What follows belongs to an exercise in optimizing a design on an open flow for small area and a short achievable clock period; a production flow would make more cautious choices. Function was not checked in any run shown here: the RTL went through the layout flow alone. In every run shown here, the design's own scripts or RTL, not TritonCTS, make the clock network. No driver is modelled on the clock port, so clock power and skew are understated where the tree is cut down; a real chip needs a root buffer or a tree. No activity file was given, so power comes from the tool's default toggle rates.

==> flow/design.v, too long to show whole: its modules and the start of the top module <==
// module mul16_top: 15 lines
// module multiplier: 1647 lines
// module mul_fa: 4 lines
// module mul_a21oi: 3 lines
// module mul_inv: 3 lines
// module mul_nand2: 3 lines
// module mul_nor2: 3 lines
// module mul_o21ai: 3 lines
// module mul_xnor2: 3 lines
// module mul_xor2: 3 lines
// module mul_xnor: 3 lines
// module mul_or: 3 lines
module mul16_top(
    input clk,
    input [15:0] a,
    input [15:0] b,
    output reg [31:0] res
);
  // ...
==> flow/flow/run.sh <==
#!/bin/bash
# Own layout flow: the standard ORFS flow (standard.sh), with
#  - port buffers of a small, fast buffer cell instead of the default delay buffer;
#  - the clock tree rebuilt after CTS as one level of four buffers driven by the clock
#    port (flatten_clock_core.tcl), which shortens the clock's insertion delay for all
#    registers alike;
#  - after that, and after global routing, timing repair aiming for setup slack above a
#    margin, so that the design is sized for the period it can reach rather than left at
#    minimum size by the loose clock.
# make's output goes to standard.log here; ORFS keeps each step's log in orfs/logs.
set -euo pipefail
cd "$(dirname "$0")/.."
export FLOW_DIR_OWN="$PWD/flow"
export FLOW_SETUP_MARGIN=16.9
export FLOW_IN_REG_CELL=sky130_fd_sc_hd__dfxtp_4
export BUFFER_PORTS_ARGS="-buffer_cell sky130_fd_sc_hd__buf_1"
export CTS_ARGS="-sink_clustering_enable -repair_clock_nets -dont_use_dummy_load -buf_list sky130_fd_sc_hd__clkbuf_8"
export POST_CTS_TCL="$PWD/flow/flatten_clock_post.tcl"
export PRE_GLOBAL_ROUTE_TCL="$PWD/flow/grt_margin.tcl"
bash standard.sh > standard.log 2>&1
==> flow/flow/flatten_clock_core.tcl <==
# Rebuild the clock tree that CTS made as a single level: the clock port drives
# NLEAF clock buffers directly, each driving the registers of one region of the
# core. This removes the root buffer level and so the clock's insertion delay
# (it does not skew registers against each other: all go through one buffer).
set nleaf 4
set bufcell sky130_fd_sc_hd__clkbuf_16
set block [ord::get_db_block]
set clknet [$block findNet clk]
# every register clock pin (sink) of the tree, and every clock-tree buffer
set sinks {}
set bufs {}
set todo [list $clknet]
while {[llength $todo]} {
  set net [lindex $todo 0]
  set todo [lrange $todo 1 end]
  foreach it [$net getITerms] {
    if {![$it isInputSignal] && [$it getIoType] ne "INPUT"} { continue }
    set inst [$it getInst]
    set m [[$inst getMaster] getName]
    if {[string match "sky130_fd_sc_hd__clkbuf*" $m] || [string match "sky130_fd_sc_hd__clkinv*" $m] || [string match "sky130_fd_sc_hd__buf*" $m]} {
      if {[lsearch -exact $bufs $inst] < 0} {
        lappend bufs $inst
        foreach o [$inst getITerms] {
          if {[$o isOutputSignal]} { lappend todo [$o getNet] }
        }
      }
    } else {
      lappend sinks $it
    }
  }
}
puts "flatten_clock: [llength $sinks] sinks, [llength $bufs] buffers"
# split the sinks into nleaf groups: halves by x, then each half by y
proc loc {it} {
  set b [[$it getInst] getBBox]
  return [list [expr {([$b xMin] + [$b xMax]) / 2}] [expr {([$b yMin] + [$b yMax]) / 2}]]
}
proc split_by {items idx} {
  set s [lsort -real -index 1 [lmap it $items {list $it [lindex [loc $it] $idx]}]]
  set n [expr {[llength $s] / 2}]
  return [list [lmap p [lrange $s 0 [expr {$n - 1}]] {lindex $p 0}] [lmap p [lrange $s $n end] {lindex $p 0}]]
}
set groups {}
foreach half [split_by $sinks 0] {
  foreach q [split_by $half 1] { lappend groups $q }
}
# remove the old tree
foreach inst $bufs {
  foreach o [$inst getITerms] {
    if {[$o isOutputSignal]} {
      set n [$o getNet]
      foreach it [$n getITerms] { $it disconnect }
      odb::dbNet_destroy $n
    }
  }
  odb::dbInst_destroy $inst
}
# one buffer per group, at the group's centre
set master [[ord::get_db] findMaster $bufcell]
set k 0
foreach g $groups {
  set sx 0; set sy 0
  foreach it $g { lassign [loc $it] x y; incr sx $x; incr sy $y }
  set cx [expr {$sx / [llength $g]}]; set cy [expr {$sy / [llength $g]}]
  set inst [odb::dbInst_create $block $master "clkbuf_leaf_$k"]
  set net [odb::dbNet_create $block "clknet_leaf_$k"]
  $net setSigType CLOCK
  [$inst findITerm A] connect $clknet
  [$inst findITerm X] connect $net
  foreach it $g { $it connect $net }
  $inst setLocation $cx $cy
  $inst setPlacementStatus PLACED
  puts "flatten_clock: clkbuf_leaf_$k drives [llength $g] sinks"
  incr k
}
==> flow/flow/flatten_clock_post.tcl <==
source $::env(FLOW_DIR_OWN)/flatten_clock_core.tcl
if {[info exists ::env(FLOW_IN_REG_CELL)] && $::env(FLOW_IN_REG_CELL) ne ""} {
  foreach inst [get_cells {a_r* b_r*}] {
    replace_cell $inst $::env(FLOW_IN_REG_CELL)
  }
}
detailed_placement
estimate_parasitics -placement
# size the design for the period it can reach: repair setup against a margin
set ::env(SETUP_SLACK_MARGIN) $::env(FLOW_SETUP_MARGIN)
repair_timing_helper
detailed_placement
check_placement -verbose
==> flow/flow/grt_margin.tcl <==
# the global-route stage's timing repair uses the same setup margin as after CTS
set ::env(SETUP_SLACK_MARGIN) $::env(FLOW_SETUP_MARGIN)
==> flow/standard.sh <==
#!/bin/bash
# synth_recipe.tcl (not shown) runs the flow's synth.tcl, then flattens the netlist and writes it again
# the make line also repeats each setting of config.mk as NAME=value (left out here)
make -C /OpenROAD-flow-scripts/flow DESIGN_CONFIG=/design/flow/config.mk WORK_HOME=/design/flow/orfs CLKGATE_MAP_FILE= SYNTH_SCRIPT=/design/flow/synth_recipe.tcl "${@:-finish}"
==> flow/config.mk <==
export PLATFORM = sky130hd
export DESIGN_NAME = mul16_top
export DESIGN_NICKNAME = mul16_top
export VERILOG_FILES = /design/flow/design.v
export SDC_FILE = /design/flow/constraint.sdc
export NUM_CORES = 4
export LEC_CHECK = 0
export CAP_MARGIN = 20
export CORE_MARGIN = 2
export CORE_UTILIZATION = 55
export SLEW_MARGIN = 20
export SYNTH_HIERARCHICAL = 1
==> flow/constraint.sdc <==
create_clock -name core_clock -period 22.0 [get_ports {clk}]
set_input_delay 4.4000 -clock core_clock [delete_from_list [all_inputs] [get_ports {clk}]]
set_output_delay 4.4000 -clock core_clock [all_outputs]
set_load 0.01 [all_outputs]
==> impl_metrics.json, run 1 <==
{
  "worst-path-stages": 1,
  "p_seq_frac": 0.124,
  "multi_input_area_share": 0.7336,
  "synth_top_area_share": 0.4484,
  "largest_class": "multi-input gates",
  "period_needed_ns": 5.044,
  "swShare": 0.5445,
  "diodes": 0,
  "overflow": 0,
  "multi_input_area_um2": 6430,
  "ir_worst_vdd_mv": 0.1196,
  "fin_crit_sh": 0.2293,
  "power_leader": "combinational logic",
  "tightest_slew_ns": 0.5844,
  "endpoint_kind": "primary output",
  "rr_endpoint": "res[29]",
  "wl_met2_um": 10550,
  "seq_share": 0.1600,
  "drive_gt1_frac": 0.1299,
  "nFillCells": 1412,
  "timing.final.ws_setup_ns": 16.96,
  "grt_setup_unrepaired": "false",
  "vias_per_cell": 5.576,
  "netlist_instances": 867,
  "status": "no timing/DRC/antenna violations",
  "nMultiInputCombCells": 692,
  "antenna_found_initial": 0,
  "clock_sinks": 64,
  "cap_violations": 0,
  "synth-adder-area-share": 0.4484
}
==> inputs of run 2 (changes only) <==
--- a/flow/design.v
+++ b/flow/design.v
@@ -1173,45 +1173,45 @@
   assign pp250 = ~(a[9] & b[15]);
   assign pp251 = ~(a[10] & b[15]);
   assign pp252 = ~(a[11] & b[15]);
   assign pp253 = ~(a[12] & b[15]);
   assign pp254 = ~(a[13] & b[15]);
   assign pp255 = ~(a[14] & b[15]);
   assign pp256 = ~(a[15] & b[15]);
   mul_xnor u_s257 (.a(pp104), .b(pp119), .y(s257));
-  mul_or u_c258 (.a(pp104), .b(pp119), .y(c258));
+  mul_nand4 u_c258 (.a(a[7]), .b(b[6]), .c(a[6]), .d(b[7]), .y(c258));
   mul_fa u_s259 (.a(pp105), .b(pp120), .ci(pp135), .s(s259), .co(c260));
   mul_xnor u_s261 (.a(pp15), .b(pp150), .y(s261));
-  mul_or u_c262 (.a(pp15), .b(pp150), .y(c262));
+  mul_nand4 u_c262 (.a(a[14]), .b(b[0]), .c(a[5]), .d(b[9]), .y(c262));
   mul_fa u_s263 (.a(pp106), .b(pp121), .ci(pp136), .s(s263), .co(c264));
   mul_fa u_s265 (.a(pp151), .b(pp16), .ci(pp166), .s(s265), .co(c266));
   mul_xnor u_s267 (.a(pp181), .b(pp196), .y(s267));
-  mul_or u_c268 (.a(pp181), .b(pp196), .y(c268));
+  mul_nand4 u_c268 (.a(a[4]), .b(b[11]), .c(a[3]), .d(b[12]), .y(c268));
   mul_fa u_s269 (.a(pp107), .b(pp122), .ci(pp137), .s(s269), .co(c270));
   mul_fa u_s271 (.a(pp152), .b(pp167), .ci(pp182), .s(s271), .co(c272));
   mul_xnor u_s273 (.a(pp197), .b(pp212), .y(s273));
-  mul_or u_c274 (.a(pp197), .b(pp212), .y(c274));
+  mul_nand4 u_c274 (.a(a[4]), .b(b[12]), .c(a[3]), .d(b[13]), .y(c274));
   mul_fa u_s275 (.a(pp108), .b(pp123), .ci(pp138), .s(s275), .co(c276));
   mul_fa u_s277 (.a(pp153), .b(pp168), .ci(pp183), .s(s277), .co(c278));
   mul_fa u_s279 (.a(pp109), .b(pp124), .ci(pp139), .s(s279), .co(c280));
   mul_xnor u_s281 (.a(pp10), .b(pp100), .y(s281));
-  mul_or u_c282 (.a(pp10), .b(pp100), .y(c282));
+  mul_nand4 u_c282 (.a(a[9]), .b(b[0]), .c(a[3]), .d(b[6]), .y(c282));
   mul_fa u_s283 (.a(pp101), .b(pp11), .ci(pp116), .s(s283), .co(c284));
   mul_xnor u_s285 (.a(pp131), .b(pp146), .y(s285));
-  mul_or u_c286 (.a(pp131), .b(pp146), .y(c286));
+  mul_nand4 u_c286 (.a(a[2]), .b(b[8]), .c(a[1]), .d(b[9]), .y(c286));
   mul_fa u_s287 (.a(pp102), .b(pp117), .ci(pp12), .s(s287), .co(c288));
   mul_fa u_s289 (.a(pp132), .b(pp147), .ci(pp162), .s(s289), .co(c290));
   mul_xnor u_s291 (.a(pp177), .b(pp27), .y(s291));
-  mul_or u_c292 (.a(pp177), .b(pp27), .y(c292));
+  mul_nand4 u_c292 (.a(a[0]), .b(b[11]), .c(a[10]), .d(b[1]), .y(c292));
   mul_fa u_s293 (.a(pp103), .b(pp118), .ci(pp13), .s(s293), .co(c294));
   mul_fa u_s295 (.a(pp133), .b(pp148), .ci(pp163), .s(s295), .co(c296));
   mul_fa u_s297 (.a(pp178), .b(pp193), .ci(pp28), .s(s297), .co(c298));
   mul_xnor u_s299 (.a(pp43), .b(pp58), .y(s299));
-  mul_or u_c300 (.a(pp43), .b(pp58), .y(c300));
+  mul_nand4 u_c300 (.a(a[10]), .b(b[2]), .c(a[9]), .d(b[3]), .y(c300));
   mul_fa u_s301 (.a(pp134), .b(pp14), .ci(pp149), .s(s301), .co(c302));
   mul_fa u_s303 (.a(pp164), .b(pp179), .ci(pp194), .s(s303), .co(c304));
   mul_fa u_s305 (.a(pp209), .b(pp29), .ci(pp44), .s(s305), .co(c306));
   mul_fa u_s307 (.a(pp59), .b(pp74), .ci(pp89), .s(s307), .co(c308));
   mul_fa u_s309 (.a(pp165), .b(pp180), .ci(pp195), .s(s309), .co(c310));
   mul_fa u_s311 (.a(pp210), .b(pp225), .ci(pp30), .s(s311), .co(c312));
   mul_fa u_s313 (.a(pp45), .b(pp60), .ci(pp75), .s(s313), .co(c314));
   mul_fa u_s315 (.a(pp90), .b(c258), .ci(s261), .s(s315), .co(c316));
@@ -1237,24 +1237,24 @@
   mul_fa u_s355 (.a(pp245), .b(pp80), .ci(pp95), .s(s355), .co(c356));
   mul_fa u_s357 (.a(pp111), .b(pp126), .ci(pp141), .s(s357), .co(c358));
   mul_fa u_s359 (.a(pp156), .b(pp171), .ci(pp186), .s(s359), .co(c360));
   mul_fa u_s361 (.a(pp201), .b(pp216), .ci(pp231), .s(s361), .co(c362));
   mul_fa u_s363 (.a(pp112), .b(pp127), .ci(pp142), .s(s363), .co(c364));
   mul_fa u_s365 (.a(pp157), .b(pp172), .ci(pp187), .s(s365), .co(c366));
   mul_fa u_s367 (.a(pp128), .b(pp143), .ci(pp158), .s(s367), .co(c368));
   mul_xnor u_s369 (.a(pp22), .b(pp37), .y(s369));
-  mul_or u_c370 (.a(pp22), .b(pp37), .y(c370));
+  mul_nand4 u_c370 (.a(a[5]), .b(b[1]), .c(a[4]), .d(b[2]), .y(c370));
   mul_fa u_s371 (.a(pp113), .b(pp23), .ci(pp38), .s(s371), .co(c372));
   mul_xnor u_s373 (.a(pp53), .b(pp68), .y(s373));
-  mul_or u_c374 (.a(pp53), .b(pp68), .y(c374));
+  mul_nand4 u_c374 (.a(a[4]), .b(b[3]), .c(a[3]), .d(b[4]), .y(c374));
   mul_fa u_s375 (.a(pp114), .b(pp129), .ci(pp24), .s(s375), .co(c376));
   mul_fa u_s377 (.a(pp39), .b(pp54), .ci(pp69), .s(s377), .co(c378));
   mul_xnor u_s379 (.a(pp84), .b(pp9), .y(s379));
-  mul_or u_c380 (.a(pp84), .b(pp9), .y(c380));
+  mul_nand4 u_c380 (.a(a[3]), .b(b[5]), .c(a[8]), .d(b[0]), .y(c380));
   mul_fa u_s381 (.a(pp115), .b(pp130), .ci(pp145), .s(s381), .co(c382));
   mul_fa u_s383 (.a(pp25), .b(pp40), .ci(pp55), .s(s383), .co(c384));
   mul_fa u_s385 (.a(pp70), .b(pp85), .ci(s281), .s(s385), .co(c386));
   mul_fa u_s387 (.a(pp161), .b(pp26), .ci(pp41), .s(s387), .co(c388));
   mul_fa u_s389 (.a(pp56), .b(pp71), .ci(pp86), .s(s389), .co(c390));
   mul_fa u_s391 (.a(c282), .b(s285), .ci(s283), .s(s391), .co(c392));
   mul_fa u_s393 (.a(pp42), .b(pp57), .ci(pp72), .s(s393), .co(c394));
   mul_fa u_s395 (.a(pp87), .b(c286), .ci(s291), .s(s395), .co(c396));
@@ -1294,20 +1294,20 @@
   mul_fa u_s463 (.a(c364), .b(c366), .ci(s367), .s(s463), .co(c464));
   mul_fa u_s465 (.a(pp144), .b(pp159), .ci(pp174), .s(s465), .co(c466));
   mul_fa u_s467 (.a(pp189), .b(pp204), .ci(pp219), .s(s467), .co(c468));
   mul_fa u_s469 (.a(pp234), .b(pp249), .ci(c368), .s(s469), .co(c470));
   mul_fa u_s471 (.a(pp160), .b(pp175), .ci(pp190), .s(s471), .co(c472));
   mul_fa u_s473 (.a(pp205), .b(pp220), .ci(pp235), .s(s473), .co(c474));
   mul_fa u_s475 (.a(pp176), .b(pp191), .ci(pp206), .s(s475), .co(c476));
   mul_xnor u_s477 (.a(pp20), .b(pp35), .y(s477));
-  mul_or u_c478 (.a(pp20), .b(pp35), .y(c478));
+  mul_nand4 u_c478 (.a(a[3]), .b(b[1]), .c(a[2]), .d(b[2]), .y(c478));
   mul_fa u_s479 (.a(pp21), .b(pp36), .ci(pp51), .s(s479), .co(c480));
   mul_xnor u_s481 (.a(pp6), .b(pp66), .y(s481));
-  mul_or u_c482 (.a(pp6), .b(pp66), .y(c482));
+  mul_nand4 u_c482 (.a(a[5]), .b(b[0]), .c(a[1]), .d(b[4]), .y(c482));
   mul_fa u_s483 (.a(pp52), .b(pp67), .ci(pp7), .s(s483), .co(c484));
   mul_fa u_s485 (.a(pp82), .b(pp97), .ci(s369), .s(s485), .co(c486));
   mul_fa u_s487 (.a(pp8), .b(pp83), .ci(pp98), .s(s487), .co(c488));
   mul_fa u_s489 (.a(c370), .b(s373), .ci(s371), .s(s489), .co(c490));
   mul_fa u_s491 (.a(pp99), .b(c374), .ci(s379), .s(s491), .co(c492));
   mul_fa u_s493 (.a(c372), .b(s375), .ci(s377), .s(s493), .co(c494));
   mul_fa u_s495 (.a(c380), .b(c376), .ci(c378), .s(s495), .co(c496));
   mul_fa u_s497 (.a(s381), .b(s383), .ci(s385), .s(s497), .co(c498));
@@ -1342,17 +1342,17 @@
   mul_fa u_s555 (.a(pp250), .b(c466), .ci(c468), .s(s555), .co(c556));
   mul_fa u_s557 (.a(s471), .b(s473), .ci(c470), .s(s557), .co(c558));
   mul_fa u_s559 (.a(pp221), .b(pp236), .ci(pp251), .s(s559), .co(c560));
   mul_fa u_s561 (.a(c472), .b(c474), .ci(s475), .s(s561), .co(c562));
   mul_fa u_s563 (.a(pp192), .b(pp207), .ci(pp222), .s(s563), .co(c564));
   mul_fa u_s565 (.a(pp237), .b(pp252), .ci(c476), .s(s565), .co(c566));
   mul_fa u_s567 (.a(pp208), .b(pp223), .ci(pp238), .s(s567), .co(c568));
   mul_xnor u_s569 (.a(pp19), .b(pp34), .y(s569));
-  mul_or u_c570 (.a(pp19), .b(pp34), .y(c570));
+  mul_nand4 u_c570 (.a(a[2]), .b(b[1]), .c(a[1]), .d(b[2]), .y(c570));
   mul_fa u_s571 (.a(pp5), .b(pp50), .ci(pp65), .s(s571), .co(c572));
   mul_fa u_s573 (.a(pp81), .b(c478), .ci(s481), .s(s573), .co(c574));
   mul_fa u_s575 (.a(c482), .b(c480), .ci(s483), .s(s575), .co(c576));
   mul_fa u_s577 (.a(c484), .b(s487), .ci(c486), .s(s577), .co(c578));
   mul_fa u_s579 (.a(c488), .b(s491), .ci(c490), .s(s579), .co(c580));
   mul_fa u_s581 (.a(c492), .b(c494), .ci(s495), .s(s581), .co(c582));
   mul_fa u_s583 (.a(c496), .b(s499), .ci(c498), .s(s583), .co(c584));
   mul_fa u_s585 (.a(c500), .b(s503), .ci(c502), .s(s585), .co(c586));
@@ -1369,17 +1369,17 @@
   mul_fa u_s607 (.a(s547), .b(c544), .ci(c546), .s(s607), .co(c608));
   mul_fa u_s609 (.a(c548), .b(s551), .ci(c550), .s(s609), .co(c610));
   mul_fa u_s611 (.a(c552), .b(s555), .ci(s557), .s(s611), .co(c612));
   mul_fa u_s613 (.a(s559), .b(c556), .ci(s561), .s(s613), .co(c614));
   mul_fa u_s615 (.a(c560), .b(s563), .ci(c562), .s(s615), .co(c616));
   mul_fa u_s617 (.a(pp253), .b(c564), .ci(s567), .s(s617), .co(c618));
   mul_fa u_s619 (.a(pp224), .b(pp239), .ci(pp254), .s(s619), .co(c620));
   mul_xnor u_s621 (.a(pp18), .b(pp3), .y(s621));
-  mul_or u_c622 (.a(pp18), .b(pp3), .y(c622));
+  mul_nand4 u_c622 (.a(a[1]), .b(b[1]), .c(a[2]), .d(b[0]), .y(c622));
   mul_fa u_s623 (.a(pp4), .b(pp49), .ci(s569), .s(s623), .co(c624));
   mul_fa u_s625 (.a(c570), .b(s477), .ci(s571), .s(s625), .co(c626));
   mul_fa u_s627 (.a(c572), .b(s479), .ci(s573), .s(s627), .co(c628));
   mul_fa u_s629 (.a(c574), .b(s485), .ci(s575), .s(s629), .co(c630));
   mul_fa u_s631 (.a(c576), .b(s489), .ci(s577), .s(s631), .co(c632));
   mul_fa u_s633 (.a(s493), .b(c578), .ci(s579), .s(s633), .co(c634));
   mul_fa u_s635 (.a(s497), .b(c580), .ci(s581), .s(s635), .co(c636));
   mul_fa u_s637 (.a(c582), .b(s501), .ci(s583), .s(s637), .co(c638));
@@ -1687,8 +1687,11 @@
   assign y = a ^ b;
 endmodule
 module mul_xnor(input a, input b, output y);
   assign y = ~(a ^ b);
 endmodule
 module mul_or(input a, input b, output y);
   assign y = a | b;
 endmodule
+module mul_nand4(input a, input b, input c, input d, output y);
+  assign y = ~(a & b & c & d);
+endmodule
--- a/flow/flow/run.sh
+++ b/flow/flow/run.sh
@@ -6,15 +6,15 @@
 #    registers alike;
 #  - after that, and after global routing, timing repair aiming for setup slack above a
 #    margin, so that the design is sized for the period it can reach rather than left at
 #    minimum size by the loose clock.
 # make's output goes to standard.log here; ORFS keeps each step's log in orfs/logs.
 set -euo pipefail
 cd "$(dirname "$0")/.."
 export FLOW_DIR_OWN="$PWD/flow"
-export FLOW_SETUP_MARGIN=16.9
+export FLOW_SETUP_MARGIN=0
 export FLOW_IN_REG_CELL=sky130_fd_sc_hd__dfxtp_4
 export BUFFER_PORTS_ARGS="-buffer_cell sky130_fd_sc_hd__buf_1"
 export CTS_ARGS="-sink_clustering_enable -repair_clock_nets -dont_use_dummy_load -buf_list sky130_fd_sc_hd__clkbuf_8"
 export POST_CTS_TCL="$PWD/flow/flatten_clock_post.tcl"
 export PRE_GLOBAL_ROUTE_TCL="$PWD/flow/grt_margin.tcl"
 bash standard.sh > standard.log 2>&1
==> run 2 against run 1 <==
Effect of this change: die area is the same; highest routed layer unchanged; synthesized area stayed put; final area fell by 3.4%; combinational power is 5% lower; total power is 3.5% lower.
==> impl_metrics.json, run 2 <==
{
  "diodes": 0,
  "maxSlewHeadroom": 0.7183,
  "ys_ff_latch": 64,
  "wirelength_um": 21330,
  "synth_most_common_cell": "nand2_1",
  "dieArea_um2": 16850,
  "period_needed_ns": 5.182,
  "setup_viol": 0,
  "cap_violations": 0,
  "layout_commonest_cell": "nand2_1",
  "grt_pass1_vias": 6416,
  "wl_met2_um": 9641,
  "reg.largest.list": "res (32), a_r (16), b_r (16)",
  "required_ns": 22.05,
  "status": "no timing/DRC/antenna violations",
  "synthesis.nets": 1095,
  "numPortBuffers": 64,
  "insertion_delay_ns": 0.15,
  "fin_crit_sh": 0.2355,
  "worstPathArrival_ns": 5.23,
  "synthXorXnorAreaFrac": 0.07545,
  "hold-path-endpoint": "res[0]",
  "rr_endpoint": "res[21]",
  "grt_usage": 0.2727,
  "endpoint_kind": "register",
  "vias": 5851,
  "regMostFlops": "res",
  "yosys-top-cells-count": "nand2_1, fa_1, dfxtp_1, buf_6, o21ai_1",
  "synth_warnings": 7,
  "io_pins": 65,
  "initial_core_util": 0.5685,
  "place_congestion": 0.9364,
  "synth.avg_cell_area_um2": 10.04,
  "drive_gt1_frac": 0.08571,
  "path_class": "reg2reg",
  "fmax_mhz": 193.0,
  "cp-start-kind": "register",
  "first_pass_iters": 5,
  "drcViolationCount": 0,
  "largest_register_ffs": 32,
  "synthTopCellsByArea": "fa_1, dfxtp_1, nand2_1",
  "ir_worst_vdd_mv": 0.1359,
  "antenna_found_initial": 0,
  "finalSetupTns_ns": 0,
  "netlist_instances": 867,
  "final_nets": 1070,
  "synth_top_area_share": 0.4484,
  "synth_largest_area_cell": "fa_1",
  "synth-seq-area-share": 0.1472,
  "hold_class": "reg2reg",
  "dp_hpwl_um": 15900,
  "hold_viol": 0,
  "highest_layer": "met4",
  "core_area_um2": 15310,
  "r2r_slack_ns": 16.82,
  "yosys.area_share.simple": 0.1568,
  "min_from": "a_r[0]",
  "grt_setup_unrepaired": "false",
  "holdPathStages": 2,
  "synth_edf_count": 0,
  "reg2regPathDepth": 16,
  "die_h_um": 129.8,
  "netlist-cell-type-count": 15,
  "wl_met3_um": 1846,
  "pwr_density_cell_nw_per_um2": 179.8,
  "p_leak_nw": 2.867,
  "tightest_slew_ns": 0.4197,
  "rows": 45,
  "synth_area_um2": 8706,
  "wl_met1_um": 9246,
  "overflow": 0,
  "synth_compound_area_frac": 0.05389,
  "antenna_left": 0,
  "mostFrequentLayoutCells": "nand2_1, fa_1, buf_1",
  "crit_fanout": 18,
  "ys_async_sr_fraction": 0,
  "synth-adder-area-share": 0.4484,
  "synthFlopType": "dfxtp_1",
  "synth_top_family_by_area": "adder cells",
  "grt_max_degree": 23,
  "reg2reg_from": "a_r[10]",
  "fin_total_pwr_mw": 1.522,
  "grt_pass1_wl_um": 34190,
  "die-width_um": 129.8,
  "synth_mux_area_frac": 0,
  "slew_viol_final": 0,
  "area_delta_synth_final_pct": -2.774,
  "drt_iter0_markers": 432,
  "path_clk_slew_ns": 0.06,
  "clock_sinks": 64,
  "vias_per_cell": 5.567,
  "wire_per_inst_um": 20.29,
  "skew_ns": 0.01945
}
## run 2: modules after synthesis, one instance, submodules excluded, excerpt
module      cells  area [µm²]  flip-flops and latches
mul_o21ai       1       5.005                       0
mul_a21oi       1       8.758                       0
mul_xnor        1       8.758                       0
mul_nand2       1       3.754                       0
mul16_top      64        1281                      64
mul_fa          1       20.02                       0
mul_xor2        1       8.758                       0
mul_inv         1       3.754                       0
multiplier    352        1959                       0
mul_xnor2       1       8.758                       0
mul_nor2        1       3.754                       0
## run 2: worst max-delay path: stages (launching register included)
cell and delay [ns]:
dfxtp_4 0.53, nand2_1 0.13, fa_1 0.48, fa_1 0.59, fa_1 0.44, fa_1 0.41
fa_1 0.51, fa_1 0.45, xnor2_1 0.20, nor2_1 0.23, nand2_1 0.13, nor2_1 0.23
nand2_1 0.08, o21ai_1 0.22, inv_1 0.07, o21ai_1 0.15, xor2_1 0.22
## run 2: cells by family after synthesis
kind of cell	Yosys count
AOI/OAI and AO/OA	75
xor gates and xnor gates	75
adders and majority gates	195
buffers and inverters	111
DFF	64
and+or+nand+nor	347
## run 2: final cells by class
cell class | instances | area (µm²)
timing repair buffer | 65 | 247.7
multi-input combinational | 692 | 6395
tap | 211 | 264.0
buffer | 4 | 100.1
inverter | 15 | 56.30
sequential | 64 | 1401
fill | 1405 | 6850
## run 2: power by group
group | internal [mW] | switching, mW
Sequential | 0.170 | 0.0272
Clock | 0.0327 | 0.0281
Combinational | 0.495 | 0.769
## run 2: per-stage QoR
stage | instances | instance area [µm²] | hold WS (ns) | setup slack [ns] | util
2_1_floorplan | 867 | 8706 | 0.6652 | 17.18 | -
3_3_place_gp | 1047 | 8244 | 0.8647 | 16.49 | 0.5383
3_5_place_dp | 1047 | 8244 | 0.8795 | 16.42 | 0.5383
5_1_grt | 1051 | 8464 | 0.6764 | 16.50 | 0.5527
6_report | 1051 | 8464 | 0.6373 | 16.82 | 0.5527
## run 2: layer usage
metal | up-vias | GRT usage
li1 | 2551 | -
met1 | 2937 | 0.3704
met2 | 319 | 0.4272
met3 | 44 | 0.06888
met4 | 0 | 0.1037
met5 | - | 0
## run 2: how the worst max path moves through the flow
stage	depth (start not counted)	to	startpoint
floorplan	19	res[23]	b_r[6]
global placement	16	res[21]	a_r[10]
detailed placement	16	res[21]	a_r[10]
global route	16	res[21]	a_r[10]
finish	16	res[21]	a_r[10]

==> separate check: timing with driven ports <==
The flow's constraints put no driver on any port. The routed layouts listed below were extracted and timed again, unchanged, in two steps. Step 1, drivers: a clkbuf_16 drives clk and a buf_2 each remaining input, both assumed. Step 2 adds t to the input delays and takes it off the output delays; t is the mean of the earliest and latest rising clock arrival at the registers after step 1. Input paths then give back, and output paths get back, about the clock's delay inside the block. Slacks: ideal ports / drivers / drivers and shift; pairs: ideal ports / drivers.
run | shift t [ns] | setup WS [ns] | worst setup path at the end
run 1 | 0.245 | 16.956 / 16.852 / 17.098 | register to output
run 2 | 0.235 | 16.818 / 16.818 / 16.818 | register to register
After both steps every run listed still meets setup and hold.
